What follows belongs to an exercise in optimizing a design on an open flow for small area, a short achievable clock period and few clock cycles per item; a production flow would make more cautious choices.
Only simulation tests tie the RTL to the original design; equivalence was not proved.

==> flow/design.v (outline; a module is shown in full before it is edited, if it fits) <==
// module booth_ctl: 12 lines
// module csa_fa: 10 lines
// module csa_ha: 9 lines
// module ReLU: 19 lines
// module fully_serial: 1862 lines
// module neuron_top: 19 lines
module neuron_top (
    input  logic         clk,
    input  logic         rst_n,
    input  logic [511:0] in_vec,
    input  logic [255:0] weights_vec,
    input  logic [31:0]  bias,
    output logic [31:0]  out,
    output logic         done
);
  // ...
==> flow/flow/run.sh <==
#!/bin/bash
# Own layout flow: the standard flow (standard.sh, unchanged synthesis and
# steps), except that the port buffers are plain buffers
# (sky130_fd_sc_hd__buf_2) rather than the delay buffers that buffer_ports
# picks by itself.  Each step's full output goes to a log file here.
set -euo pipefail
export BUFFER_PORTS_ARGS="-buffer_cell sky130_fd_sc_hd__buf_2"
bash standard.sh synth > flow_synth.log 2>&1
bash standard.sh finish > flow_finish.log 2>&1
==> flow/standard.sh <==
#!/bin/bash
# synth_recipe.tcl (not shown) runs the flow's synth.tcl, then flattens the netlist and writes it again
# the make line also repeats each setting of config.mk as NAME=value (left out here)
make -C /OpenROAD-flow-scripts/flow DESIGN_CONFIG=/design/flow/config.mk WORK_HOME=/design/flow/orfs CLKGATE_MAP_FILE= SYNTH_SCRIPT=/design/flow/synth_recipe.tcl "${@:-finish}"
==> flow/config.mk <==
export PLATFORM = sky130hd
export DESIGN_NAME = neuron_top
export DESIGN_NICKNAME = neuron_top
export VERILOG_FILES = /design/flow/design.v
export SDC_FILE = /design/flow/constraint.sdc
export NUM_CORES = 4
export LEC_CHECK = 0
export CAP_MARGIN = 20
export CORE_MARGIN = 2
export CORE_UTILIZATION = 50
export SLEW_MARGIN = 20
export SYNTH_HIERARCHICAL = 1
==> flow/constraint.sdc <==
create_clock -name core_clock -period 12.0 [get_ports {clk}]
set_input_delay 2.4000 -clock core_clock [delete_from_list [all_inputs] [get_ports {clk}]]
set_output_delay 2.4000 -clock core_clock [all_outputs]
set_load 0.01 [all_outputs]
==> impl_metrics.yaml, run 1 <==
worst_setup_path:
  startpoint_type: "flip-flop"
  cp.arrival_ps: 7760
  cp.required_ps: 12360
  reg2reg_to: "u_neuron.a2_q[5]"
  rrSetupSlack_ps: 4610
place:
  portBuffers: 833
  dp_slack_ps: 4750
worst_hold_path:
  min_from: "u_neuron.low_q[2]"
global_routing:
  track_usage_pct: 48.8
  top_usage_layer: "met2"
  grt_pass1_vias: 33500
  met2_usage_pct: 72.8
synthesis:
  synth_cell_types: 67
  synth-adder-area-share_pct: 42.8
  synth-warning-count: 9
  yosys_most_used_dff: "dfxtp_1"
  ys_top_cells_by_count: "661 x fa_1, 546 x xnor2_1, 513 x a22oi_1, 177 x dfxtp_1, 147 x nor2b_1"
finish:
  postLayoutCellArea_sq_um: 40100
  multi_input_area_share_pct: 74.1
  seqCellArea_sq_um: 3680
  final_util_pct: 58.4
  seq_cells: 182
  nNonClkBuffers: 881
  final-clk-cell-share_pct: 1.46
timing:
  whs_ps: 415
  setup-tns-final_ps: 0
  fin_skew_ps: 22.0
  worstMarginPinSlew_ps: 1300
  rsz0062_at_grt: "no"
  fin_ws_ps: 4610
floorplan:
  nWellTaps: 931
  dieHeight_microns: 268
  die_area_sq_um: 71700
  start_util_pct: 50.7
clocking:
  cts_buffers: 17
  ctsResizeCount: 0
  htreeDepth: 4
status:
  outcome: "complete, no violations"
Testbench counts, summed over its fixed seeds: cycles 7,680, items 960.
==> run 2, diff against run 1 <==
--- a/flow/design.v
+++ b/flow/design.v
@@ -58,8 +58,7 @@
     output logic         done
 );
   logic [2:0] ph;
-  logic first, ph_zero, is_last, is_bias, is_prelast;
-  assign ph_zero    = (ph == 3'd0);
+  logic first, nfirst, keep, is_last, is_bias, is_prelast;
   assign is_last    = (ph == 3'd7);
   assign is_prelast = (ph == 3'd6);
   assign is_bias    = (ph == 3'd5);
@@ -68,10 +67,14 @@
       ph    <= '0;
       done  <= 1'b0;
       first <= 1'b1;
+      nfirst <= 1'b0;
+      keep  <= 1'b0;
     end else begin
       ph    <= is_last ? 3'd0 : ph + 3'd1;
       done  <= is_last;
       first <= is_last;
+      nfirst <= ~is_last;
+      keep  <= ~is_last;
     end
   end
   logic [2:0] ctl_cur_0_0, win_nxt_0_0, win_r_0_0;
@@ -310,8 +313,8 @@
     rs_q <= rs_n;
     rc_q <= rc_n;
   end
-  assign rs_g = ph_zero ? '0 : rs_q;
-  assign rc_g = ph_zero ? '0 : rc_q;
+  assign rs_g = keep ? rs_q : '0;
+  assign rc_g = keep ? rc_q : '0;
   assign negn_g[0] = is_prelast & ctl_nxt_0_0[0];
   assign negn_g[1] = is_prelast & ctl_nxt_1_0[0];
   assign negn_g[2] = is_prelast & ctl_nxt_2_0[0];
@@ -330,13 +333,13 @@
   assign negn_g[15] = is_prelast & ctl_nxt_15_0[0];
   logic [1:0] res;
   logic [38:0] a0_q, a0_g, a0_n;
-  assign a0_g = ph_zero ? '0 : a0_q;
+  assign a0_g = keep ? a0_q : '0;
   always_ff @(posedge clk) a0_q <= a0_n;
   logic [38:0] a1_q, a1_g, a1_n;
-  assign a1_g = ph_zero ? '0 : a1_q;
+  assign a1_g = keep ? a1_q : '0;
   always_ff @(posedge clk) a1_q <= a1_n;
   logic [38:0] a2_q, a2_g, a2_n;
-  assign a2_g = ph_zero ? '0 : a2_q;
+  assign a2_g = keep ? a2_q : '0;
   always_ff @(posedge clk) a2_q <= a2_n;
   logic [31:0] bias_g;
   assign bias_g = is_bias ? {~bias[31], bias[30:0]} : 32'd0;
@@ -364,112 +367,112 @@
   booth_ctl u_bc0_0_0 (.first(first), .ctl0(booth_enc({weights_vec[1], weights_vec[0], 1'b0})), .winr(win_r_0_0), .ctl(c0_0_0));
   assign pp0_0[16:0] = ((({17{c0_0_0[2]}} & xs[0][17:1]) | ({17{c0_0_0[1]}} & xs[0][16:0])) ^ {17{c0_0_0[0]}});
   logic [2:0] c0_0_1;
-  booth_ctl u_bc0_0_1 (.first(first), .ctl0(booth_enc({weights_vec[1], weights_vec[0], 1'b0})), .winr(win_r_0_0), .ctl(c0_0_1));
+  booth_ctl u_bc0_0_1 (.first(~nfirst), .ctl0(booth_enc({weights_vec[1], weights_vec[0], 1'b0})), .winr(win_r_0_0), .ctl(c0_0_1));
   assign pp0_0[33:17] = ((({17{c0_0_1[2]}} & xs[0][34:18]) | ({17{c0_0_1[1]}} & xs[0][33:17])) ^ {17{c0_0_1[0]}}) ^ (17'd1 << 16);
   logic [33:0] pp1_0;
   logic [2:0] c1_0_0;
   booth_ctl u_bc1_0_0 (.first(first), .ctl0(booth_enc({weights_vec[17], weights_vec[16], 1'b0})), .winr(win_r_1_0), .ctl(c1_0_0));
   assign pp1_0[16:0] = ((({17{c1_0_0[2]}} & xs[1][17:1]) | ({17{c1_0_0[1]}} & xs[1][16:0])) ^ {17{c1_0_0[0]}});
   logic [2:0] c1_0_1;
-  booth_ctl u_bc1_0_1 (.first(first), .ctl0(booth_enc({weights_vec[17], weights_vec[16], 1'b0})), .winr(win_r_1_0), .ctl(c1_0_1));
+  booth_ctl u_bc1_0_1 (.first(~nfirst), .ctl0(booth_enc({weights_vec[17], weights_vec[16], 1'b0})), .winr(win_r_1_0), .ctl(c1_0_1));
   assign pp1_0[33:17] = ((({17{c1_0_1[2]}} & xs[1][34:18]) | ({17{c1_0_1[1]}} & xs[1][33:17])) ^ {17{c1_0_1[0]}}) ^ (17'd1 << 16);
   logic [33:0] pp2_0;
   logic [2:0] c2_0_0;
   booth_ctl u_bc2_0_0 (.first(first), .ctl0(booth_enc({weights_vec[33], weights_vec[32], 1'b0})), .winr(win_r_2_0), .ctl(c2_0_0));
   assign pp2_0[16:0] = ((({17{c2_0_0[2]}} & xs[2][17:1]) | ({17{c2_0_0[1]}} & xs[2][16:0])) ^ {17{c2_0_0[0]}});
   logic [2:0] c2_0_1;
-  booth_ctl u_bc2_0_1 (.first(first), .ctl0(booth_enc({weights_vec[33], weights_vec[32], 1'b0})), .winr(win_r_2_0), .ctl(c2_0_1));
+  booth_ctl u_bc2_0_1 (.first(~nfirst), .ctl0(booth_enc({weights_vec[33], weights_vec[32], 1'b0})), .winr(win_r_2_0), .ctl(c2_0_1));
   assign pp2_0[33:17] = ((({17{c2_0_1[2]}} & xs[2][34:18]) | ({17{c2_0_1[1]}} & xs[2][33:17])) ^ {17{c2_0_1[0]}}) ^ (17'd1 << 16);
   logic [33:0] pp3_0;
   logic [2:0] c3_0_0;
   booth_ctl u_bc3_0_0 (.first(first), .ctl0(booth_enc({weights_vec[49], weights_vec[48], 1'b0})), .winr(win_r_3_0), .ctl(c3_0_0));
   assign pp3_0[16:0] = ((({17{c3_0_0[2]}} & xs[3][17:1]) | ({17{c3_0_0[1]}} & xs[3][16:0])) ^ {17{c3_0_0[0]}});
   logic [2:0] c3_0_1;
-  booth_ctl u_bc3_0_1 (.first(first), .ctl0(booth_enc({weights_vec[49], weights_vec[48], 1'b0})), .winr(win_r_3_0), .ctl(c3_0_1));
+  booth_ctl u_bc3_0_1 (.first(~nfirst), .ctl0(booth_enc({weights_vec[49], weights_vec[48], 1'b0})), .winr(win_r_3_0), .ctl(c3_0_1));
   assign pp3_0[33:17] = ((({17{c3_0_1[2]}} & xs[3][34:18]) | ({17{c3_0_1[1]}} & xs[3][33:17])) ^ {17{c3_0_1[0]}}) ^ (17'd1 << 16);
   logic [33:0] pp4_0;
   logic [2:0] c4_0_0;
   booth_ctl u_bc4_0_0 (.first(first), .ctl0(booth_enc({weights_vec[65], weights_vec[64], 1'b0})), .winr(win_r_4_0), .ctl(c4_0_0));
   assign pp4_0[16:0] = ((({17{c4_0_0[2]}} & xs[4][17:1]) | ({17{c4_0_0[1]}} & xs[4][16:0])) ^ {17{c4_0_0[0]}});
   logic [2:0] c4_0_1;
-  booth_ctl u_bc4_0_1 (.first(first), .ctl0(booth_enc({weights_vec[65], weights_vec[64], 1'b0})), .winr(win_r_4_0), .ctl(c4_0_1));
+  booth_ctl u_bc4_0_1 (.first(~nfirst), .ctl0(booth_enc({weights_vec[65], weights_vec[64], 1'b0})), .winr(win_r_4_0), .ctl(c4_0_1));
   assign pp4_0[33:17] = ((({17{c4_0_1[2]}} & xs[4][34:18]) | ({17{c4_0_1[1]}} & xs[4][33:17])) ^ {17{c4_0_1[0]}}) ^ (17'd1 << 16);
   logic [33:0] pp5_0;
   logic [2:0] c5_0_0;
   booth_ctl u_bc5_0_0 (.first(first), .ctl0(booth_enc({weights_vec[81], weights_vec[80], 1'b0})), .winr(win_r_5_0), .ctl(c5_0_0));
   assign pp5_0[16:0] = ((({17{c5_0_0[2]}} & xs[5][17:1]) | ({17{c5_0_0[1]}} & xs[5][16:0])) ^ {17{c5_0_0[0]}});
   logic [2:0] c5_0_1;
-  booth_ctl u_bc5_0_1 (.first(first), .ctl0(booth_enc({weights_vec[81], weights_vec[80], 1'b0})), .winr(win_r_5_0), .ctl(c5_0_1));
+  booth_ctl u_bc5_0_1 (.first(~nfirst), .ctl0(booth_enc({weights_vec[81], weights_vec[80], 1'b0})), .winr(win_r_5_0), .ctl(c5_0_1));
   assign pp5_0[33:17] = ((({17{c5_0_1[2]}} & xs[5][34:18]) | ({17{c5_0_1[1]}} & xs[5][33:17])) ^ {17{c5_0_1[0]}}) ^ (17'd1 << 16);
   logic [33:0] pp6_0;
   logic [2:0] c6_0_0;
   booth_ctl u_bc6_0_0 (.first(first), .ctl0(booth_enc({weights_vec[97], weights_vec[96], 1'b0})), .winr(win_r_6_0), .ctl(c6_0_0));
   assign pp6_0[16:0] = ((({17{c6_0_0[2]}} & xs[6][17:1]) | ({17{c6_0_0[1]}} & xs[6][16:0])) ^ {17{c6_0_0[0]}});
   logic [2:0] c6_0_1;
-  booth_ctl u_bc6_0_1 (.first(first), .ctl0(booth_enc({weights_vec[97], weights_vec[96], 1'b0})), .winr(win_r_6_0), .ctl(c6_0_1));
+  booth_ctl u_bc6_0_1 (.first(~nfirst), .ctl0(booth_enc({weights_vec[97], weights_vec[96], 1'b0})), .winr(win_r_6_0), .ctl(c6_0_1));
   assign pp6_0[33:17] = ((({17{c6_0_1[2]}} & xs[6][34:18]) | ({17{c6_0_1[1]}} & xs[6][33:17])) ^ {17{c6_0_1[0]}}) ^ (17'd1 << 16);
   logic [33:0] pp7_0;
   logic [2:0] c7_0_0;
   booth_ctl u_bc7_0_0 (.first(first), .ctl0(booth_enc({weights_vec[113], weights_vec[112], 1'b0})), .winr(win_r_7_0), .ctl(c7_0_0));
   assign pp7_0[16:0] = ((({17{c7_0_0[2]}} & xs[7][17:1]) | ({17{c7_0_0[1]}} & xs[7][16:0])) ^ {17{c7_0_0[0]}});
   logic [2:0] c7_0_1;
-  booth_ctl u_bc7_0_1 (.first(first), .ctl0(booth_enc({weights_vec[113], weights_vec[112], 1'b0})), .winr(win_r_7_0), .ctl(c7_0_1));
+  booth_ctl u_bc7_0_1 (.first(~nfirst), .ctl0(booth_enc({weights_vec[113], weights_vec[112], 1'b0})), .winr(win_r_7_0), .ctl(c7_0_1));
   assign pp7_0[33:17] = ((({17{c7_0_1[2]}} & xs[7][34:18]) | ({17{c7_0_1[1]}} & xs[7][33:17])) ^ {17{c7_0_1[0]}}) ^ (17'd1 << 16);
   logic [33:0] pp8_0;
   logic [2:0] c8_0_0;
   booth_ctl u_bc8_0_0 (.first(first), .ctl0(booth_enc({weights_vec[129], weights_vec[128], 1'b0})), .winr(win_r_8_0), .ctl(c8_0_0));
   assign pp8_0[16:0] = ((({17{c8_0_0[2]}} & xs[8][17:1]) | ({17{c8_0_0[1]}} & xs[8][16:0])) ^ {17{c8_0_0[0]}});
   logic [2:0] c8_0_1;
-  booth_ctl u_bc8_0_1 (.first(first), .ctl0(booth_enc({weights_vec[129], weights_vec[128], 1'b0})), .winr(win_r_8_0), .ctl(c8_0_1));
+  booth_ctl u_bc8_0_1 (.first(~nfirst), .ctl0(booth_enc({weights_vec[129], weights_vec[128], 1'b0})), .winr(win_r_8_0), .ctl(c8_0_1));
   assign pp8_0[33:17] = ((({17{c8_0_1[2]}} & xs[8][34:18]) | ({17{c8_0_1[1]}} & xs[8][33:17])) ^ {17{c8_0_1[0]}}) ^ (17'd1 << 16);
   logic [33:0] pp9_0;
   logic [2:0] c9_0_0;
   booth_ctl u_bc9_0_0 (.first(first), .ctl0(booth_enc({weights_vec[145], weights_vec[144], 1'b0})), .winr(win_r_9_0), .ctl(c9_0_0));
   assign pp9_0[16:0] = ((({17{c9_0_0[2]}} & xs[9][17:1]) | ({17{c9_0_0[1]}} & xs[9][16:0])) ^ {17{c9_0_0[0]}});
   logic [2:0] c9_0_1;
-  booth_ctl u_bc9_0_1 (.first(first), .ctl0(booth_enc({weights_vec[145], weights_vec[144], 1'b0})), .winr(win_r_9_0), .ctl(c9_0_1));
+  booth_ctl u_bc9_0_1 (.first(~nfirst), .ctl0(booth_enc({weights_vec[145], weights_vec[144], 1'b0})), .winr(win_r_9_0), .ctl(c9_0_1));
   assign pp9_0[33:17] = ((({17{c9_0_1[2]}} & xs[9][34:18]) | ({17{c9_0_1[1]}} & xs[9][33:17])) ^ {17{c9_0_1[0]}}) ^ (17'd1 << 16);
   logic [33:0] pp10_0;
   logic [2:0] c10_0_0;
   booth_ctl u_bc10_0_0 (.first(first), .ctl0(booth_enc({weights_vec[161], weights_vec[160], 1'b0})), .winr(win_r_10_0), .ctl(c10_0_0));
   assign pp10_0[16:0] = ((({17{c10_0_0[2]}} & xs[10][17:1]) | ({17{c10_0_0[1]}} & xs[10][16:0])) ^ {17{c10_0_0[0]}});
   logic [2:0] c10_0_1;
-  booth_ctl u_bc10_0_1 (.first(first), .ctl0(booth_enc({weights_vec[161], weights_vec[160], 1'b0})), .winr(win_r_10_0), .ctl(c10_0_1));
+  booth_ctl u_bc10_0_1 (.first(~nfirst), .ctl0(booth_enc({weights_vec[161], weights_vec[160], 1'b0})), .winr(win_r_10_0), .ctl(c10_0_1));
   assign pp10_0[33:17] = ((({17{c10_0_1[2]}} & xs[10][34:18]) | ({17{c10_0_1[1]}} & xs[10][33:17])) ^ {17{c10_0_1[0]}}) ^ (17'd1 << 16);
   logic [33:0] pp11_0;
   logic [2:0] c11_0_0;
   booth_ctl u_bc11_0_0 (.first(first), .ctl0(booth_enc({weights_vec[177], weights_vec[176], 1'b0})), .winr(win_r_11_0), .ctl(c11_0_0));
   assign pp11_0[16:0] = ((({17{c11_0_0[2]}} & xs[11][17:1]) | ({17{c11_0_0[1]}} & xs[11][16:0])) ^ {17{c11_0_0[0]}});
   logic [2:0] c11_0_1;
-  booth_ctl u_bc11_0_1 (.first(first), .ctl0(booth_enc({weights_vec[177], weights_vec[176], 1'b0})), .winr(win_r_11_0), .ctl(c11_0_1));
+  booth_ctl u_bc11_0_1 (.first(~nfirst), .ctl0(booth_enc({weights_vec[177], weights_vec[176], 1'b0})), .winr(win_r_11_0), .ctl(c11_0_1));
   assign pp11_0[33:17] = ((({17{c11_0_1[2]}} & xs[11][34:18]) | ({17{c11_0_1[1]}} & xs[11][33:17])) ^ {17{c11_0_1[0]}}) ^ (17'd1 << 16);
   logic [33:0] pp12_0;
   logic [2:0] c12_0_0;
   booth_ctl u_bc12_0_0 (.first(first), .ctl0(booth_enc({weights_vec[193], weights_vec[192], 1'b0})), .winr(win_r_12_0), .ctl(c12_0_0));
   assign pp12_0[16:0] = ((({17{c12_0_0[2]}} & xs[12][17:1]) | ({17{c12_0_0[1]}} & xs[12][16:0])) ^ {17{c12_0_0[0]}});
   logic [2:0] c12_0_1;
-  booth_ctl u_bc12_0_1 (.first(first), .ctl0(booth_enc({weights_vec[193], weights_vec[192], 1'b0})), .winr(win_r_12_0), .ctl(c12_0_1));
+  booth_ctl u_bc12_0_1 (.first(~nfirst), .ctl0(booth_enc({weights_vec[193], weights_vec[192], 1'b0})), .winr(win_r_12_0), .ctl(c12_0_1));
   assign pp12_0[33:17] = ((({17{c12_0_1[2]}} & xs[12][34:18]) | ({17{c12_0_1[1]}} & xs[12][33:17])) ^ {17{c12_0_1[0]}}) ^ (17'd1 << 16);
   logic [33:0] pp13_0;
   logic [2:0] c13_0_0;
   booth_ctl u_bc13_0_0 (.first(first), .ctl0(booth_enc({weights_vec[209], weights_vec[208], 1'b0})), .winr(win_r_13_0), .ctl(c13_0_0));
   assign pp13_0[16:0] = ((({17{c13_0_0[2]}} & xs[13][17:1]) | ({17{c13_0_0[1]}} & xs[13][16:0])) ^ {17{c13_0_0[0]}});
   logic [2:0] c13_0_1;
-  booth_ctl u_bc13_0_1 (.first(first), .ctl0(booth_enc({weights_vec[209], weights_vec[208], 1'b0})), .winr(win_r_13_0), .ctl(c13_0_1));
+  booth_ctl u_bc13_0_1 (.first(~nfirst), .ctl0(booth_enc({weights_vec[209], weights_vec[208], 1'b0})), .winr(win_r_13_0), .ctl(c13_0_1));
   assign pp13_0[33:17] = ((({17{c13_0_1[2]}} & xs[13][34:18]) | ({17{c13_0_1[1]}} & xs[13][33:17])) ^ {17{c13_0_1[0]}}) ^ (17'd1 << 16);
   logic [33:0] pp14_0;
   logic [2:0] c14_0_0;
   booth_ctl u_bc14_0_0 (.first(first), .ctl0(booth_enc({weights_vec[225], weights_vec[224], 1'b0})), .winr(win_r_14_0), .ctl(c14_0_0));
   assign pp14_0[16:0] = ((({17{c14_0_0[2]}} & xs[14][17:1]) | ({17{c14_0_0[1]}} & xs[14][16:0])) ^ {17{c14_0_0[0]}});
   logic [2:0] c14_0_1;
-  booth_ctl u_bc14_0_1 (.first(first), .ctl0(booth_enc({weights_vec[225], weights_vec[224], 1'b0})), .winr(win_r_14_0), .ctl(c14_0_1));
+  booth_ctl u_bc14_0_1 (.first(~nfirst), .ctl0(booth_enc({weights_vec[225], weights_vec[224], 1'b0})), .winr(win_r_14_0), .ctl(c14_0_1));
   assign pp14_0[33:17] = ((({17{c14_0_1[2]}} & xs[14][34:18]) | ({17{c14_0_1[1]}} & xs[14][33:17])) ^ {17{c14_0_1[0]}}) ^ (17'd1 << 16);
   logic [33:0] pp15_0;
   logic [2:0] c15_0_0;
   booth_ctl u_bc15_0_0 (.first(first), .ctl0(booth_enc({weights_vec[241], weights_vec[240], 1'b0})), .winr(win_r_15_0), .ctl(c15_0_0));
   assign pp15_0[16:0] = ((({17{c15_0_0[2]}} & xs[15][17:1]) | ({17{c15_0_0[1]}} & xs[15][16:0])) ^ {17{c15_0_0[0]}});
   logic [2:0] c15_0_1;
-  booth_ctl u_bc15_0_1 (.first(first), .ctl0(booth_enc({weights_vec[241], weights_vec[240], 1'b0})), .winr(win_r_15_0), .ctl(c15_0_1));
+  booth_ctl u_bc15_0_1 (.first(~nfirst), .ctl0(booth_enc({weights_vec[241], weights_vec[240], 1'b0})), .winr(win_r_15_0), .ctl(c15_0_1));
   assign pp15_0[33:17] = ((({17{c15_0_1[2]}} & xs[15][34:18]) | ({17{c15_0_1[1]}} & xs[15][33:17])) ^ {17{c15_0_1[0]}}) ^ (17'd1 << 16);
   logic fs0, fc0;
   logic fs1, fc1;
@@ -1167,7 +1170,7 @@
   csa_fa u_fa26 (.a(a0_g[2]), .b(a1_g[2]), .ci(a2_g[2]), .s(fs26), .co(fc26));
   csa_fa u_fa27 (.a(rs_g[2]), .b(rc_g[2]), .ci(fc23), .s(fs27), .co(fc27));
   csa_fa u_fa28 (.a(fs26), .b(fc24), .ci(fs27), .s(fs28), .co(fc28));
-  csa_fa u_fa29 (.a(fc25), .b(fs28), .ci(bias_g[0]), .s(fs29), .co(fc29));
+  csa_fa u_fa29 (.a(bias_g[0]), .b(fc25), .ci(fs28), .s(fs29), .co(fc29));
   csa_fa u_fa30 (.a(pp0_0[0]), .b(pp1_0[0]), .ci(pp2_0[0]), .s(fs30), .co(fc30));
   csa_fa u_fa31 (.a(pp3_0[0]), .b(pp4_0[0]), .ci(pp5_0[0]), .s(fs31), .co(fc31));
   csa_fa u_fa32 (.a(pp6_0[0]), .b(pp7_0[0]), .ci(pp8_0[0]), .s(fs32), .co(fc32));
@@ -1178,7 +1181,7 @@
   csa_fa u_fa37 (.a(a0_g[3]), .b(a1_g[3]), .ci(a2_g[3]), .s(fs37), .co(fc37));
   csa_fa u_fa38 (.a(rs_g[3]), .b(rc_g[3]), .ci(fc26), .s(fs38), .co(fc38));
   csa_fa u_fa39 (.a(fs37), .b(fc27), .ci(fs38), .s(fs39), .co(fc39));
-  csa_fa u_fa40 (.a(fc28), .b(fs39), .ci(bias_g[1]), .s(fs40), .co(fc40));
+  csa_fa u_fa40 (.a(bias_g[1]), .b(fc28), .ci(fs39), .s(fs40), .co(fc40));
   csa_fa u_fa41 (.a(pp0_0[1]), .b(pp1_0[1]), .ci(pp2_0[1]), .s(fs41), .co(fc41));
   csa_fa u_fa42 (.a(pp3_0[1]), .b(pp4_0[1]), .ci(pp5_0[1]), .s(fs42), .co(fc42));
   csa_fa u_fa43 (.a(pp6_0[1]), .b(pp7_0[1]), .ci(pp8_0[1]), .s(fs43), .co(fc43));
@@ -1193,7 +1196,7 @@
   csa_fa u_fa52 (.a(a0_g[4]), .b(a1_g[4]), .ci(a2_g[4]), .s(fs52), .co(fc52));
   csa_fa u_fa53 (.a(rs_g[4]), .b(rc_g[4]), .ci(fc37), .s(fs53), .co(fc53));
   csa_fa u_fa54 (.a(fs52), .b(fc38), .ci(fs53), .s(fs54), .co(fc54));
-  csa_fa u_fa55 (.a(fc39), .b(fs54), .ci(bias_g[2]), .s(fs55), .co(fc55));
+  csa_fa u_fa55 (.a(bias_g[2]), .b(fc39), .ci(fs54), .s(fs55), .co(fc55));
   csa_fa u_fa56 (.a(pp0_0[2]), .b(pp1_0[2]), .ci(pp2_0[2]), .s(fs56), .co(fc56));
   csa_fa u_fa57 (.a(pp3_0[2]), .b(pp4_0[2]), .ci(pp5_0[2]), .s(fs57), .co(fc57));
   csa_fa u_fa58 (.a(pp6_0[2]), .b(pp7_0[2]), .ci(pp8_0[2]), .s(fs58), .co(fc58));
@@ -1210,7 +1213,7 @@
   csa_fa u_fa69 (.a(a0_g[5]), .b(a1_g[5]), .ci(a2_g[5]), .s(fs69), .co(fc69));
   csa_fa u_fa70 (.a(rs_g[5]), .b(rc_g[5]), .ci(fc52), .s(fs70), .co(fc70));
   csa_fa u_fa71 (.a(fs69), .b(fc53), .ci(fs70), .s(fs71), .co(fc71));
-  csa_fa u_fa72 (.a(fc54), .b(fs71), .ci(bias_g[3]), .s(fs72), .co(fc72));
+  csa_fa u_fa72 (.a(bias_g[3]), .b(fc54), .ci(fs71), .s(fs72), .co(fc72));
   csa_fa u_fa73 (.a(pp0_0[3]), .b(pp1_0[3]), .ci(pp2_0[3]), .s(fs73), .co(fc73));
   csa_fa u_fa74 (.a(pp3_0[3]), .b(pp4_0[3]), .ci(pp5_0[3]), .s(fs74), .co(fc74));
   csa_fa u_fa75 (.a(pp6_0[3]), .b(pp7_0[3]), .ci(pp8_0[3]), .s(fs75), .co(fc75));
@@ -1228,7 +1231,7 @@
   csa_fa u_fa87 (.a(a0_g[6]), .b(a1_g[6]), .ci(a2_g[6]), .s(fs87), .co(fc87));
   csa_fa u_fa88 (.a(rs_g[6]), .b(rc_g[6]), .ci(fc69), .s(fs88), .co(fc88));
   csa_fa u_fa89 (.a(fs87), .b(fc70), .ci(fs88), .s(fs89), .co(fc89));
-  csa_fa u_fa90 (.a(fc71), .b(fs89), .ci(bias_g[4]), .s(fs90), .co(fc90));
+  csa_fa u_fa90 (.a(bias_g[4]), .b(fc71), .ci(fs89), .s(fs90), .co(fc90));
   csa_fa u_fa91 (.a(pp0_0[4]), .b(pp1_0[4]), .ci(pp2_0[4]), .s(fs91), .co(fc91));
   csa_fa u_fa92 (.a(pp3_0[4]), .b(pp4_0[4]), .ci(pp5_0[4]), .s(fs92), .co(fc92));
   csa_fa u_fa93 (.a(pp6_0[4]), .b(pp7_0[4]), .ci(pp8_0[4]), .s(fs93), .co(fc93));
@@ -1247,7 +1250,7 @@
   csa_fa u_fa105 (.a(a0_g[7]), .b(a1_g[7]), .ci(a2_g[7]), .s(fs105), .co(fc105));
   csa_fa u_fa106 (.a(rs_g[7]), .b(rc_g[7]), .ci(fc87), .s(fs106), .co(fc106));
   csa_fa u_fa107 (.a(fs105), .b(fc88), .ci(fs106), .s(fs107), .co(fc107));
-  csa_fa u_fa108 (.a(fc89), .b(fs107), .ci(bias_g[5]), .s(fs108), .co(fc108));
+  csa_fa u_fa108 (.a(bias_g[5]), .b(fc89), .ci(fs107), .s(fs108), .co(fc108));
   csa_fa u_fa109 (.a(pp0_0[5]), .b(pp1_0[5]), .ci(pp2_0[5]), .s(fs109), .co(fc109));
   csa_fa u_fa110 (.a(pp3_0[5]), .b(pp4_0[5]), .ci(pp5_0[5]), .s(fs110), .co(fc110));
   csa_fa u_fa111 (.a(pp6_0[5]), .b(pp7_0[5]), .ci(pp8_0[5]), .s(fs111), .co(fc111));
@@ -1265,7 +1268,7 @@
   csa_fa u_fa123 (.a(fc103), .b(fs121), .ci(fc104), .s(fs123), .co(fc123));
   csa_fa u_fa124 (.a(a0_g[8]), .b(a1_g[8]), .ci(a2_g[8]), .s(fs124), .co(fc124));
   csa_fa u_fa125 (.a(fc105), .b(fs124), .ci(fc106), .s(fs125), .co(fc125));
-  csa_fa u_fa126 (.a(fc107), .b(fs125), .ci(bias_g[6]), .s(fs126), .co(fc126));
+  csa_fa u_fa126 (.a(bias_g[6]), .b(fc107), .ci(fs125), .s(fs126), .co(fc126));
   csa_fa u_fa127 (.a(pp0_0[6]), .b(pp1_0[6]), .ci(pp2_0[6]), .s(fs127), .co(fc127));
   csa_fa u_fa128 (.a(pp3_0[6]), .b(pp4_0[6]), .ci(pp5_0[6]), .s(fs128), .co(fc128));
   csa_fa u_fa129 (.a(pp6_0[6]), .b(pp7_0[6]), .ci(pp8_0[6]), .s(fs129), .co(fc129));
@@ -1282,13 +1285,13 @@
   csa_fa u_fa140 (.a(fc120), .b(fs137), .ci(fs138), .s(fs140), .co(fc140));
   csa_fa u_fa141 (.a(fc121), .b(fs139), .ci(fc122), .s(fs141), .co(fc141));
   csa_fa u_fa142 (.a(a0_g[9]), .b(a1_g[9]), .ci(a2_g[9]), .s(fs142), .co(fc142));
-  csa_fa u_fa143 (.a(fc124), .b(fs142), .ci(fc125), .s(fs143), .co(fc143));
-  csa_fa u_fa144 (.a(bias_g[7]), .b(fs143), .ci(pp0_0[7]), .s(fs144), .co(fc144));
-  csa_fa u_fa145 (.a(pp1_0[7]), .b(pp2_0[7]), .ci(pp3_0[7]), .s(fs145), .co(fc145));
-  csa_fa u_fa146 (.a(pp4_0[7]), .b(pp5_0[7]), .ci(pp6_0[7]), .s(fs146), .co(fc146));
-  csa_fa u_fa147 (.a(pp7_0[7]), .b(pp8_0[7]), .ci(pp9_0[7]), .s(fs147), .co(fc147));
-  csa_fa u_fa148 (.a(pp10_0[7]), .b(pp11_0[7]), .ci(pp12_0[7]), .s(fs148), .co(fc148));
-  csa_fa u_fa149 (.a(pp13_0[7]), .b(pp14_0[7]), .ci(pp15_0[7]), .s(fs149), .co(fc149));
+  csa_fa u_fa143 (.a(fc124), .b(fs142), .ci(bias_g[7]), .s(fs143), .co(fc143));
+  csa_fa u_fa144 (.a(fc125), .b(pp0_0[7]), .ci(pp1_0[7]), .s(fs144), .co(fc144));
+  csa_fa u_fa145 (.a(pp2_0[7]), .b(pp3_0[7]), .ci(pp4_0[7]), .s(fs145), .co(fc145));
+  csa_fa u_fa146 (.a(pp5_0[7]), .b(pp6_0[7]), .ci(pp7_0[7]), .s(fs146), .co(fc146));
+  csa_fa u_fa147 (.a(pp8_0[7]), .b(pp9_0[7]), .ci(pp10_0[7]), .s(fs147), .co(fc147));
+  csa_fa u_fa148 (.a(pp11_0[7]), .b(pp12_0[7]), .ci(pp13_0[7]), .s(fs148), .co(fc148));
+  csa_fa u_fa149 (.a(pp14_0[7]), .b(pp15_0[7]), .ci(fs143), .s(fs149), .co(fc149));
   csa_fa u_fa150 (.a(fc126), .b(fc127), .ci(fc128), .s(fs150), .co(fc150));
   csa_fa u_fa151 (.a(fc129), .b(fc130), .ci(fc131), .s(fs151), .co(fc151));
   csa_fa u_fa152 (.a(fs144), .b(fs145), .ci(fs146), .s(fs152), .co(fc152));
@@ -1301,19 +1304,19 @@
   csa_ha u_ha4 (.a(fc140), .b(fs157), .s(hs4), .co(hc4));
   csa_fa u_fa159 (.a(a0_g[10]), .b(a1_g[10]), .ci(a2_g[10]), .s(fs159), .co(fc159));
   csa_fa u_fa160 (.a(fc142), .b(fs159), .ci(bias_g[8]), .s(fs160), .co(fc160));
-  csa_fa u_fa161 (.a(fc143), .b(pp0_0[8]), .ci(pp1_0[8]), .s(fs161), .co(fc161));
-  csa_fa u_fa162 (.a(pp2_0[8]), .b(pp3_0[8]), .ci(pp4_0[8]), .s(fs162), .co(fc162));
-  csa_fa u_fa163 (.a(pp5_0[8]), .b(pp6_0[8]), .ci(pp7_0[8]), .s(fs163), .co(fc163));
-  csa_fa u_fa164 (.a(pp8_0[8]), .b(pp9_0[8]), .ci(pp10_0[8]), .s(fs164), .co(fc164));
-  csa_fa u_fa165 (.a(pp11_0[8]), .b(pp12_0[8]), .ci(pp13_0[8]), .s(fs165), .co(fc165));
-  csa_fa u_fa166 (.a(pp14_0[8]), .b(pp15_0[8]), .ci(fs160), .s(fs166), .co(fc166));
+  csa_fa u_fa161 (.a(pp0_0[8]), .b(pp1_0[8]), .ci(pp2_0[8]), .s(fs161), .co(fc161));
+  csa_fa u_fa162 (.a(pp3_0[8]), .b(pp4_0[8]), .ci(pp5_0[8]), .s(fs162), .co(fc162));
+  csa_fa u_fa163 (.a(pp6_0[8]), .b(pp7_0[8]), .ci(pp8_0[8]), .s(fs163), .co(fc163));
+  csa_fa u_fa164 (.a(pp9_0[8]), .b(pp10_0[8]), .ci(pp11_0[8]), .s(fs164), .co(fc164));
+  csa_fa u_fa165 (.a(pp12_0[8]), .b(pp13_0[8]), .ci(pp14_0[8]), .s(fs165), .co(fc165));
+  csa_fa u_fa166 (.a(pp15_0[8]), .b(fc143), .ci(fs160), .s(fs166), .co(fc166));
   csa_fa u_fa167 (.a(fc144), .b(fc145), .ci(fc146), .s(fs167), .co(fc167));
-  csa_fa u_fa168 (.a(fc147), .b(fc148), .ci(fc149), .s(fs168), .co(fc168));
-  csa_fa u_fa169 (.a(fs161), .b(fs162), .ci(fs163), .s(fs169), .co(fc169));
-  csa_fa u_fa170 (.a(fs164), .b(fs165), .ci(fs166), .s(fs170), .co(fc170));
+  csa_fa u_fa168 (.a(fc147), .b(fc148), .ci(fs161), .s(fs168), .co(fc168));
+  csa_fa u_fa169 (.a(fs162), .b(fs163), .ci(fs164), .s(fs169), .co(fc169));
+  csa_fa u_fa170 (.a(fs165), .b(fc149), .ci(fs166), .s(fs170), .co(fc170));
   csa_fa u_fa171 (.a(fc150), .b(fc151), .ci(fc152), .s(fs171), .co(fc171));
-  csa_fa u_fa172 (.a(fc153), .b(fs167), .ci(fs168), .s(fs172), .co(fc172));
-  csa_fa u_fa173 (.a(fs169), .b(fs170), .ci(fc154), .s(fs173), .co(fc173));
+  csa_fa u_fa172 (.a(fs167), .b(fs168), .ci(fs169), .s(fs172), .co(fc172));
+  csa_fa u_fa173 (.a(fc153), .b(fs170), .ci(fc154), .s(fs173), .co(fc173));
   csa_fa u_fa174 (.a(fc155), .b(fs171), .ci(fs172), .s(fs174), .co(fc174));
   csa_fa u_fa175 (.a(fc156), .b(fc157), .ci(fs173), .s(fs175), .co(fc175));
   csa_ha u_ha5 (.a(fs174), .b(hc4), .s(hs5), .co(hc5));
@@ -1607,7 +1610,7 @@
   csa_fa u_fa449 (.a(fc429), .b(fs447), .ci(fs448), .s(fs449), .co(fc449));
   csa_fa u_fa450 (.a(a0_g[27]), .b(a1_g[27]), .ci(a2_g[27]), .s(fs450), .co(fc450));
   csa_fa u_fa451 (.a(fc432), .b(fs450), .ci(fc433), .s(fs451), .co(fc451));
-  csa_fa u_fa452 (.a(fs451), .b(bias_g[25]), .ci(pp0_0[25]), .s(fs452), .co(fc452));
+  csa_fa u_fa452 (.a(bias_g[25]), .b(fs451), .ci(pp0_0[25]), .s(fs452), .co(fc452));
   csa_fa u_fa453 (.a(pp1_0[25]), .b(pp2_0[25]), .ci(pp3_0[25]), .s(fs453), .co(fc453));
   csa_fa u_fa454 (.a(pp4_0[25]), .b(pp5_0[25]), .ci(pp6_0[25]), .s(fs454), .co(fc454));
   csa_fa u_fa455 (.a(pp7_0[25]), .b(pp8_0[25]), .ci(pp9_0[25]), .s(fs455), .co(fc455));
@@ -1625,7 +1628,7 @@
   csa_ha u_ha20 (.a(fc448), .b(fs465), .s(hs20), .co(hc20));
   csa_fa u_fa467 (.a(a0_g[28]), .b(a1_g[28]), .ci(a2_g[28]), .s(fs467), .co(fc467));
   csa_fa u_fa468 (.a(is_last), .b(fc450), .ci(fs467), .s(fs468), .co(fc468));
-  csa_fa u_fa469 (.a(fs468), .b(fc451), .ci(bias_g[26]), .s(fs469), .co(fc469));
+  csa_fa u_fa469 (.a(fs468), .b(bias_g[26]), .ci(fc451), .s(fs469), .co(fc469));
   csa_fa u_fa470 (.a(pp0_0[26]), .b(pp1_0[26]), .ci(pp2_0[26]), .s(fs470), .co(fc470));
   csa_fa u_fa471 (.a(pp3_0[26]), .b(pp4_0[26]), .ci(pp5_0[26]), .s(fs471), .co(fc471));
   csa_fa u_fa472 (.a(pp6_0[26]), .b(pp7_0[26]), .ci(pp8_0[26]), .s(fs472), .co(fc472));
@@ -1649,7 +1652,7 @@
   csa_fa u_fa490 (.a(pp6_0[27]), .b(pp7_0[27]), .ci(pp8_0[27]), .s(fs490), .co(fc490));
   csa_fa u_fa491 (.a(pp9_0[27]), .b(pp10_0[27]), .ci(pp11_0[27]), .s(fs491), .co(fc491));
   csa_fa u_fa492 (.a(pp12_0[27]), .b(pp13_0[27]), .ci(pp14_0[27]), .s(fs492), .co(fc492));
-  csa_fa u_fa493 (.a(pp15_0[27]), .b(fc469), .ci(fs487), .s(fs493), .co(fc493));
+  csa_fa u_fa493 (.a(pp15_0[27]), .b(fs487), .ci(fc469), .s(fs493), .co(fc493));
   csa_fa u_fa494 (.a(fc470), .b(fc471), .ci(fc472), .s(fs494), .co(fc494));
   csa_fa u_fa495 (.a(fc473), .b(fc474), .ci(fs488), .s(fs495), .co(fc495));
   csa_fa u_fa496 (.a(fs489), .b(fs490), .ci(fs491), .s(fs496), .co(fc496));
@@ -1661,7 +1664,7 @@
   csa_fa u_fa502 (.a(fc482), .b(fs500), .ci(fs501), .s(fs502), .co(fc502));
   csa_fa u_fa503 (.a(a0_g[30]), .b(a1_g[30]), .ci(a2_g[30]), .s(fs503), .co(fc503));
   csa_fa u_fa504 (.a(fc485), .b(fs503), .ci(fc486), .s(fs504), .co(fc504));
-  csa_fa u_fa505 (.a(fs504), .b(bias_g[28]), .ci(pp0_0[28]), .s(fs505), .co(fc505));
+  csa_fa u_fa505 (.a(bias_g[28]), .b(fs504), .ci(pp0_0[28]), .s(fs505), .co(fc505));
   csa_fa u_fa506 (.a(pp1_0[28]), .b(pp2_0[28]), .ci(pp3_0[28]), .s(fs506), .co(fc506));
   csa_fa u_fa507 (.a(pp4_0[28]), .b(pp5_0[28]), .ci(pp6_0[28]), .s(fs507), .co(fc507));
   csa_fa u_fa508 (.a(pp7_0[28]), .b(pp8_0[28]), .ci(pp9_0[28]), .s(fs508), .co(fc508));
@@ -1678,13 +1681,13 @@
   csa_fa u_fa519 (.a(fs516), .b(fc500), .ci(fs517), .s(fs519), .co(fc519));
   csa_ha u_ha21 (.a(fc501), .b(fs518), .s(hs21), .co(hc21));
   csa_fa u_fa520 (.a(a0_g[31]), .b(a1_g[31]), .ci(a2_g[31]), .s(fs520), .co(fc520));
-  csa_fa u_fa521 (.a(fc503), .b(fs520), .ci(fc504), .s(fs521), .co(fc521));
-  csa_fa u_fa522 (.a(bias_g[29]), .b(fs521), .ci(pp0_0[29]), .s(fs522), .co(fc522));
-  csa_fa u_fa523 (.a(pp1_0[29]), .b(pp2_0[29]), .ci(pp3_0[29]), .s(fs523), .co(fc523));
-  csa_fa u_fa524 (.a(pp4_0[29]), .b(pp5_0[29]), .ci(pp6_0[29]), .s(fs524), .co(fc524));
-  csa_fa u_fa525 (.a(pp7_0[29]), .b(pp8_0[29]), .ci(pp9_0[29]), .s(fs525), .co(fc525));
-  csa_fa u_fa526 (.a(pp10_0[29]), .b(pp11_0[29]), .ci(pp12_0[29]), .s(fs526), .co(fc526));
-  csa_fa u_fa527 (.a(pp13_0[29]), .b(pp14_0[29]), .ci(pp15_0[29]), .s(fs527), .co(fc527));
+  csa_fa u_fa521 (.a(fc503), .b(fs520), .ci(bias_g[29]), .s(fs521), .co(fc521));
+  csa_fa u_fa522 (.a(fc504), .b(pp0_0[29]), .ci(pp1_0[29]), .s(fs522), .co(fc522));
+  csa_fa u_fa523 (.a(pp2_0[29]), .b(pp3_0[29]), .ci(pp4_0[29]), .s(fs523), .co(fc523));
+  csa_fa u_fa524 (.a(pp5_0[29]), .b(pp6_0[29]), .ci(pp7_0[29]), .s(fs524), .co(fc524));
+  csa_fa u_fa525 (.a(pp8_0[29]), .b(pp9_0[29]), .ci(pp10_0[29]), .s(fs525), .co(fc525));
+  csa_fa u_fa526 (.a(pp11_0[29]), .b(pp12_0[29]), .ci(pp13_0[29]), .s(fs526), .co(fc526));
+  csa_fa u_fa527 (.a(pp14_0[29]), .b(pp15_0[29]), .ci(fs521), .s(fs527), .co(fc527));
   csa_fa u_fa528 (.a(fc505), .b(fc506), .ci(fc507), .s(fs528), .co(fc528));
   csa_fa u_fa529 (.a(fc508), .b(fc509), .ci(fc510), .s(fs529), .co(fc529));
   csa_fa u_fa530 (.a(fs522), .b(fs523), .ci(fs524), .s(fs530), .co(fc530));
@@ -1697,25 +1700,25 @@
   csa_ha u_ha22 (.a(fs535), .b(hc21), .s(hs22), .co(hc22));
   csa_fa u_fa537 (.a(a0_g[32]), .b(a1_g[32]), .ci(a2_g[32]), .s(fs537), .co(fc537));
   csa_fa u_fa538 (.a(is_last), .b(fc520), .ci(fs537), .s(fs538), .co(fc538));
-  csa_fa u_fa539 (.a(fs538), .b(bias_g[30]), .ci(fc521), .s(fs539), .co(fc539));
-  csa_fa u_fa540 (.a(pp0_0[30]), .b(pp1_0[30]), .ci(pp2_0[30]), .s(fs540), .co(fc540));
-  csa_fa u_fa541 (.a(pp3_0[30]), .b(pp4_0[30]), .ci(pp5_0[30]), .s(fs541), .co(fc541));
-  csa_fa u_fa542 (.a(pp6_0[30]), .b(pp7_0[30]), .ci(pp8_0[30]), .s(fs542), .co(fc542));
-  csa_fa u_fa543 (.a(pp9_0[30]), .b(pp10_0[30]), .ci(pp11_0[30]), .s(fs543), .co(fc543));
-  csa_fa u_fa544 (.a(pp12_0[30]), .b(pp13_0[30]), .ci(pp14_0[30]), .s(fs544), .co(fc544));
-  csa_fa u_fa545 (.a(pp15_0[30]), .b(fs539), .ci(fc522), .s(fs545), .co(fc545));
-  csa_fa u_fa546 (.a(fc523), .b(fc524), .ci(fc525), .s(fs546), .co(fc546));
-  csa_fa u_fa547 (.a(fc526), .b(fc527), .ci(fs540), .s(fs547), .co(fc547));
-  csa_fa u_fa548 (.a(fs541), .b(fs542), .ci(fs543), .s(fs548), .co(fc548));
-  csa_fa u_fa549 (.a(fs544), .b(fc528), .ci(fc529), .s(fs549), .co(fc549));
-  csa_fa u_fa550 (.a(fc530), .b(fc531), .ci(fs545), .s(fs550), .co(fc550));
-  csa_fa u_fa551 (.a(fs546), .b(fs547), .ci(fs548), .s(fs551), .co(fc551));
+  csa_fa u_fa539 (.a(fs538), .b(bias_g[30]), .ci(pp0_0[30]), .s(fs539), .co(fc539));
+  csa_fa u_fa540 (.a(pp1_0[30]), .b(pp2_0[30]), .ci(pp3_0[30]), .s(fs540), .co(fc540));
+  csa_fa u_fa541 (.a(pp4_0[30]), .b(pp5_0[30]), .ci(pp6_0[30]), .s(fs541), .co(fc541));
+  csa_fa u_fa542 (.a(pp7_0[30]), .b(pp8_0[30]), .ci(pp9_0[30]), .s(fs542), .co(fc542));
+  csa_fa u_fa543 (.a(pp10_0[30]), .b(pp11_0[30]), .ci(pp12_0[30]), .s(fs543), .co(fc543));
+  csa_fa u_fa544 (.a(pp13_0[30]), .b(pp14_0[30]), .ci(pp15_0[30]), .s(fs544), .co(fc544));
+  csa_fa u_fa545 (.a(fc521), .b(fc522), .ci(fc523), .s(fs545), .co(fc545));
+  csa_fa u_fa546 (.a(fc524), .b(fc525), .ci(fc526), .s(fs546), .co(fc546));
+  csa_fa u_fa547 (.a(fs539), .b(fs540), .ci(fs541), .s(fs547), .co(fc547));
+  csa_fa u_fa548 (.a(fs542), .b(fs543), .ci(fs544), .s(fs548), .co(fc548));
+  csa_fa u_fa549 (.a(fc527), .b(fc528), .ci(fc529), .s(fs549), .co(fc549));
+  csa_fa u_fa550 (.a(fc530), .b(fs545), .ci(fs546), .s(fs550), .co(fc550));
+  csa_fa u_fa551 (.a(fs547), .b(fs548), .ci(fc531), .s(fs551), .co(fc551));
   csa_fa u_fa552 (.a(fc532), .b(fc533), .ci(fs549), .s(fs552), .co(fc552));
   csa_fa u_fa553 (.a(fs550), .b(fs551), .ci(fc534), .s(fs553), .co(fc553));
   csa_fa u_fa554 (.a(fc535), .b(fs552), .ci(fc536), .s(fs554), .co(fc554));
   csa_fa u_fa555 (.a(a0_g[33]), .b(a1_g[33]), .ci(a2_g[33]), .s(fs555), .co(fc555));
   csa_fa u_fa556 (.a(fc537), .b(fs555), .ci(fc538), .s(fs556), .co(fc556));
-  csa_fa u_fa557 (.a(fs556), .b(bias_g[31]), .ci(pp0_0[31]), .s(fs557), .co(fc557));
+  csa_fa u_fa557 (.a(bias_g[31]), .b(fs556), .ci(pp0_0[31]), .s(fs557), .co(fc557));
   csa_fa u_fa558 (.a(pp1_0[31]), .b(pp2_0[31]), .ci(pp3_0[31]), .s(fs558), .co(fc558));
   csa_fa u_fa559 (.a(pp4_0[31]), .b(pp5_0[31]), .ci(pp6_0[31]), .s(fs559), .co(fc559));
   csa_fa u_fa560 (.a(pp7_0[31]), .b(pp8_0[31]), .ci(pp9_0[31]), .s(fs560), .co(fc560));
@@ -1728,8 +1731,8 @@
   csa_fa u_fa567 (.a(fc545), .b(fc546), .ci(fc547), .s(fs567), .co(fc567));
   csa_fa u_fa568 (.a(fc548), .b(fs563), .ci(fs564), .s(fs568), .co(fc568));
   csa_fa u_fa569 (.a(fs565), .b(fs566), .ci(fc549), .s(fs569), .co(fc569));
-  csa_fa u_fa570 (.a(fc550), .b(fc551), .ci(fs567), .s(fs570), .co(fc570));
-  csa_fa u_fa571 (.a(fs568), .b(fc552), .ci(fs569), .s(fs571), .co(fc571));
+  csa_fa u_fa570 (.a(fc550), .b(fs567), .ci(fs568), .s(fs570), .co(fc570));
+  csa_fa u_fa571 (.a(fc551), .b(fc552), .ci(fs569), .s(fs571), .co(fc571));
   csa_ha u_ha23 (.a(fs570), .b(fc553), .s(hs23), .co(hc23));
   csa_fa u_fa572 (.a(a0_g[34]), .b(a1_g[34]), .ci(a2_g[34]), .s(fs572), .co(fc572));
   csa_fa u_fa573 (.a(is_last), .b(fc555), .ci(fs572), .s(fs573), .co(fc573));
@@ -1747,7 +1750,7 @@
   csa_fa u_fa585 (.a(fc566), .b(fs580), .ci(fs581), .s(fs585), .co(fc585));
   csa_fa u_fa586 (.a(fs582), .b(fs583), .ci(fc567), .s(fs586), .co(fc586));
   csa_fa u_fa587 (.a(fc568), .b(fs584), .ci(fs585), .s(fs587), .co(fc587));
-  csa_fa u_fa588 (.a(fc569), .b(fc570), .ci(fs586), .s(fs588), .co(fc588));
+  csa_fa u_fa588 (.a(fc569), .b(fs586), .ci(fc570), .s(fs588), .co(fc588));
   csa_ha u_ha24 (.a(fs587), .b(fc571), .s(hs24), .co(hc24));
   csa_fa u_fa589 (.a(a0_g[35]), .b(a1_g[35]), .ci(a2_g[35]), .s(fs589), .co(fc589));
   csa_fa u_fa590 (.a(fc572), .b(fs589), .ci(fc573), .s(fs590), .co(fc590));
@@ -1765,7 +1768,7 @@
   csa_fa u_fa602 (.a(fs597), .b(fs598), .ci(fs599), .s(fs602), .co(fc602));
   csa_fa u_fa603 (.a(fc584), .b(fc585), .ci(fs600), .s(fs603), .co(fc603));
   csa_fa u_fa604 (.a(fs601), .b(fs602), .ci(fc586), .s(fs604), .co(fc604));
-  csa_fa u_fa605 (.a(fc587), .b(fs603), .ci(fc588), .s(fs605), .co(fc605));
+  csa_fa u_fa605 (.a(fc587), .b(fs603), .ci(fs604), .s(fs605), .co(fc605));
   csa_fa u_fa606 (.a(a0_g[36]), .b(a1_g[36]), .ci(a2_g[36]), .s(fs606), .co(fc606));
   csa_fa u_fa607 (.a(is_last), .b(fc589), .ci(fs606), .s(fs607), .co(fc607));
   csa_fa u_fa608 (.a(fs607), .b(fc590), .ci(fc591), .s(fs608), .co(fc608));
@@ -1812,8 +1815,8 @@
   assign a0_n[8] = fc158;
   assign a1_n[8] = fs175;
   assign a2_n[8] = hs5;
-  assign a0_n[9] = fs192;
-  assign a1_n[9] = hc5;
+  assign a0_n[9] = hc5;
+  assign a1_n[9] = fs192;
   assign a2_n[9] = hs6;
   assign a0_n[10] = fs209;
   assign a1_n[10] = hc6;
@@ -1884,7 +1887,7 @@
   assign a0_n[32] = fs588;
   assign a1_n[32] = hc23;
   assign a2_n[32] = hs24;
-  assign a0_n[33] = fs604;
+  assign a0_n[33] = fc588;
   assign a1_n[33] = hc24;
   assign a2_n[33] = fs605;
   assign a0_n[34] = fc604;
==> impl_metrics.yaml, run 2 <==
worst_setup_path:
  rrSetupSlack_ps: 6060
  startpoint_type: "flip-flop"
  cp.arrival_ps: 4810
  crit_path_end_kind: "primary output"
  cp.required_ps: 9600
  reg2reg_to: "u_neuron.a2_q[33]"
  r2r_cells: 11
  r2r_start: "u_neuron.nfirst"
  cp_max_fo: 31
  critical_path_class: "reg2out"
finish:
  nFillCells: 5984
  area_delta_synth_final_pct: 15.3
  seqCellArea_sq_um: 3700
  reg.largest.list: "u_neuron.a0_q: 38 flops, u_neuron.a1_q: 38 flops, u_neuron.a2_q: 38 flops"
  final_common_cell: "buf_2"
  multi_input_area_sq_um: 29800
  final_cell_mix: "833 x buf_2, 661 x fa_1, 544 x xnor2_1"
  postLayoutCellArea_sq_um: 40200
  fin_nets: 5535
  drive_gt1_share_pct: 26.5
timing:
  relSlewSlack_pct: 19.5
  rsz0062_at_grt: "no"
  hold_viol_final: 0
  setup-tns-final_ps: 0
  drv_slew: 0
  whs_ps: 365
  max_freq_ghz: 0.139
  worstMarginPinSlew_ps: 1200
  fin_skew_ps: 24.1
  fin_crit_ps: 7210
  setup_viol: 0
  fin_crit_sh_pct: 60.1
synthesis:
  yosysMostFrequentCell: "fa_1"
  yosysSeqAreaShare_pct: 10.6
  yosysTopAreaCell: "fa_1"
  ys_ff_latch: 183
  synth_cells: 3280
  postSynthAreaPerCell_sq_um: 10.6
  synth-warning-count: 9
  synthTopCellsByArea: "fa_1 38%, xnor2_1 14%, a22oi_1 11%, dfxtp_1 10%, ha_1 4.8%"
  synth_top_area_share_pct: 37.9
  ys_top_cells_by_count: "661 x fa_1, 546 x xnor2_1, 514 x a22oi_1, 177 x dfxtp_1, 141 x clkbuf_1"
  yosys_most_used_dff: "dfxtp_1"
  synth_edf_count: 0
  synth_cell_types: 67
  netlist_area_sq_um: 34900
  async_flop_share_pct: 3.28
clocking:
  ctsResizeCount: 0
  cts_buffers: 17
  postCtsSetupRepairBufs: 0
  clk_latency_ps: 490
  hold_buffers: 0
  cts_root_buf: "clkbuf_16"
  htreeDepth: 4
  clock_sinks: 183
  max-clock-path-buffers: 2
  clk_pin_slew_ps: 90
  cts_tree: "built"
floorplan:
  dieHeight_microns: 268
  io_pins: 835
  core_area_sq_um: 68800
  die_w_microns: 268
  die_area_sq_um: 71900
  std_cell_rows: 96
  start_util_pct: 50.7
worst_hold_path:
  hold_class: "reg2reg"
  min_to: "u_neuron.low_q[1]"
  min_from: "u_neuron.low_q[3]"
  hold_depth: 0
global_routing:
  track_usage_pct: 48.5
  grt_antenna_before_repair: 41
  grt_pass1_wl_microns: 241000
  grt_max_degree: 96
  grt-ovfl-total: 0
  grt_pass1_vias: 33400
route:
  detail_route.wl_per_cell_microns: 36.0
  drcViolationCount: 0
  vias_per_cell: 6.73
  dr.pass1.iters: 10
  antenna_left: 0
  wirelength_microns: 177000
  drtIter0Drc: 4841
  vias: 33000
run:
  drv_cap: 0
status:
  outcome: "complete, no violations"
place:
  dp_hpwl_microns: 153000
  dpl_cell_area_sq_um: 39500
  place.gp.congestion: 1.09
  portBuffers: 833
## run 2: changes by cell type after synthesis, sizes merged, moves of 3 or more
cell,change
nand2,+4
nor2b,-125
a221oi,-6
mux2,+4
o21ai,-3
and2,+125
## run 2: routing by layer
layer / vias to the layer above / routed length [microns] / track usage, %
met5: - / 202 / 0
met4: 28 / 11900 / 27.1
met3: 643 / 25900 / 19.8
met2: 2915 / 74700 / 71.8
met1: 16600 / 64000 / 60.2
li1: 12800 / - / -
## run 2: cells by family after synthesis
logic type,Yosys count,synth area share (%)
other,2,0.0215
AOI/OAI and AO/OA,834,17.8
and+or+nand+nor,417,6.07
muxes,137,4.38
xor gates and xnor gates,559,14.0
adders and majority gates,794,42.7
DFF,183,10.6
buffers and inverters,354,4.37
## run 2: worst max path at each step
stage | depth (start not counted) | end | startpoint
floorplan | 12 | u_neuron.a2_q[30] | weights_vec[1]
global route | 17 | out[10] | u_neuron.a0_q[1]
CTS | 16 | out[10] | u_neuron.a0_q[1]
detailed placement | 16 | out[10] | u_neuron.a0_q[1]
global placement | 16 | out[17] | u_neuron.a0_q[1]
finish | 17 | out[16] | u_neuron.a0_q[0]
## run 2: worst max-delay path, cell delays in order, from the launching register on
cell	delay (ps)
dfxtp_1	330
inv_1	60
fa_1	420
inv_1	90
ha_1	160
inv_1	60
fa_1	420
nand2b_1	220
a21o_1	230
a31o_1	280
a211o_1	370
a2111oi_0	580
a311oi_1	110
o2111ai_1	210
a2111oi_4	80
buf_4	250
a41oi_1	250
buf_2	180
## run 2: final cells by class
class	instances	share of cell area, %
timing repair buffer	878	11.2
inverter	106	0.990
antenna	23	0.143
tap	931	2.90
clock buffer	17	1.06
clock inverter	15	0.457
multi-input combinational	2753	74.0
sequential	183	9.20
## run 2: per-stage QoR
step	util, %	worst slack, ps	std cells
6_report	58.4	4790	4906
5_1_grt	58.4	4450	4895
2_1_floorplan	-	5770	3290
4_1_cts	58.3	4500	4882
3_3_place_gp	57.4	5150	4850
3_5_place_dp	57.4	5040	4850
## run 2: Yosys stat by module (local to each module, per instance), a selection
module | cells | copies in the design | cell area (sq um) | flip-flops and latches
booth_ctl | 9 | 32 | 73.8 | 0
fully_serial | 1878 | 1 | 16100 | 183
csa_fa | 1 | 622 | 20.0 | 0
csa_ha | 1 | 26 | 12.5 | 0
Testbench counts of run 2, summed over its fixed seeds: cycles 7,680, items 960.

-- re-timing with driven ports --
No port has a modelled driver above. Below, the same layouts with a new extraction and two added sets of constraints.
Step 1 (the two cells are an assumption about what drives the block):
set clk [get_ports {clk}]
set_driving_cell -lib_cell sky130_fd_sc_hd__clkbuf_16 $clk
set_driving_cell -lib_cell sky130_fd_sc_hd__buf_2 [delete_from_list [all_inputs] $clk]
Step 2 also shifts input and output timing later by t, the mid clock arrival at the registers, as if the neighbouring blocks saw the same clock.
Three values: ideal ports, drivers, drivers and shift; two values: the first two.
run | shift t [ns] | setup WS [ns] | slew at the worst register clock pin (ns)
run 1 | 0.551 | 4.609 / 4.609 / 4.609 | 0.09 / 0.09
run 2 | 0.546 | 4.786 / 4.722 / 4.928 | 0.10 / 0.10
After both steps setup and hold are still met in every run listed.
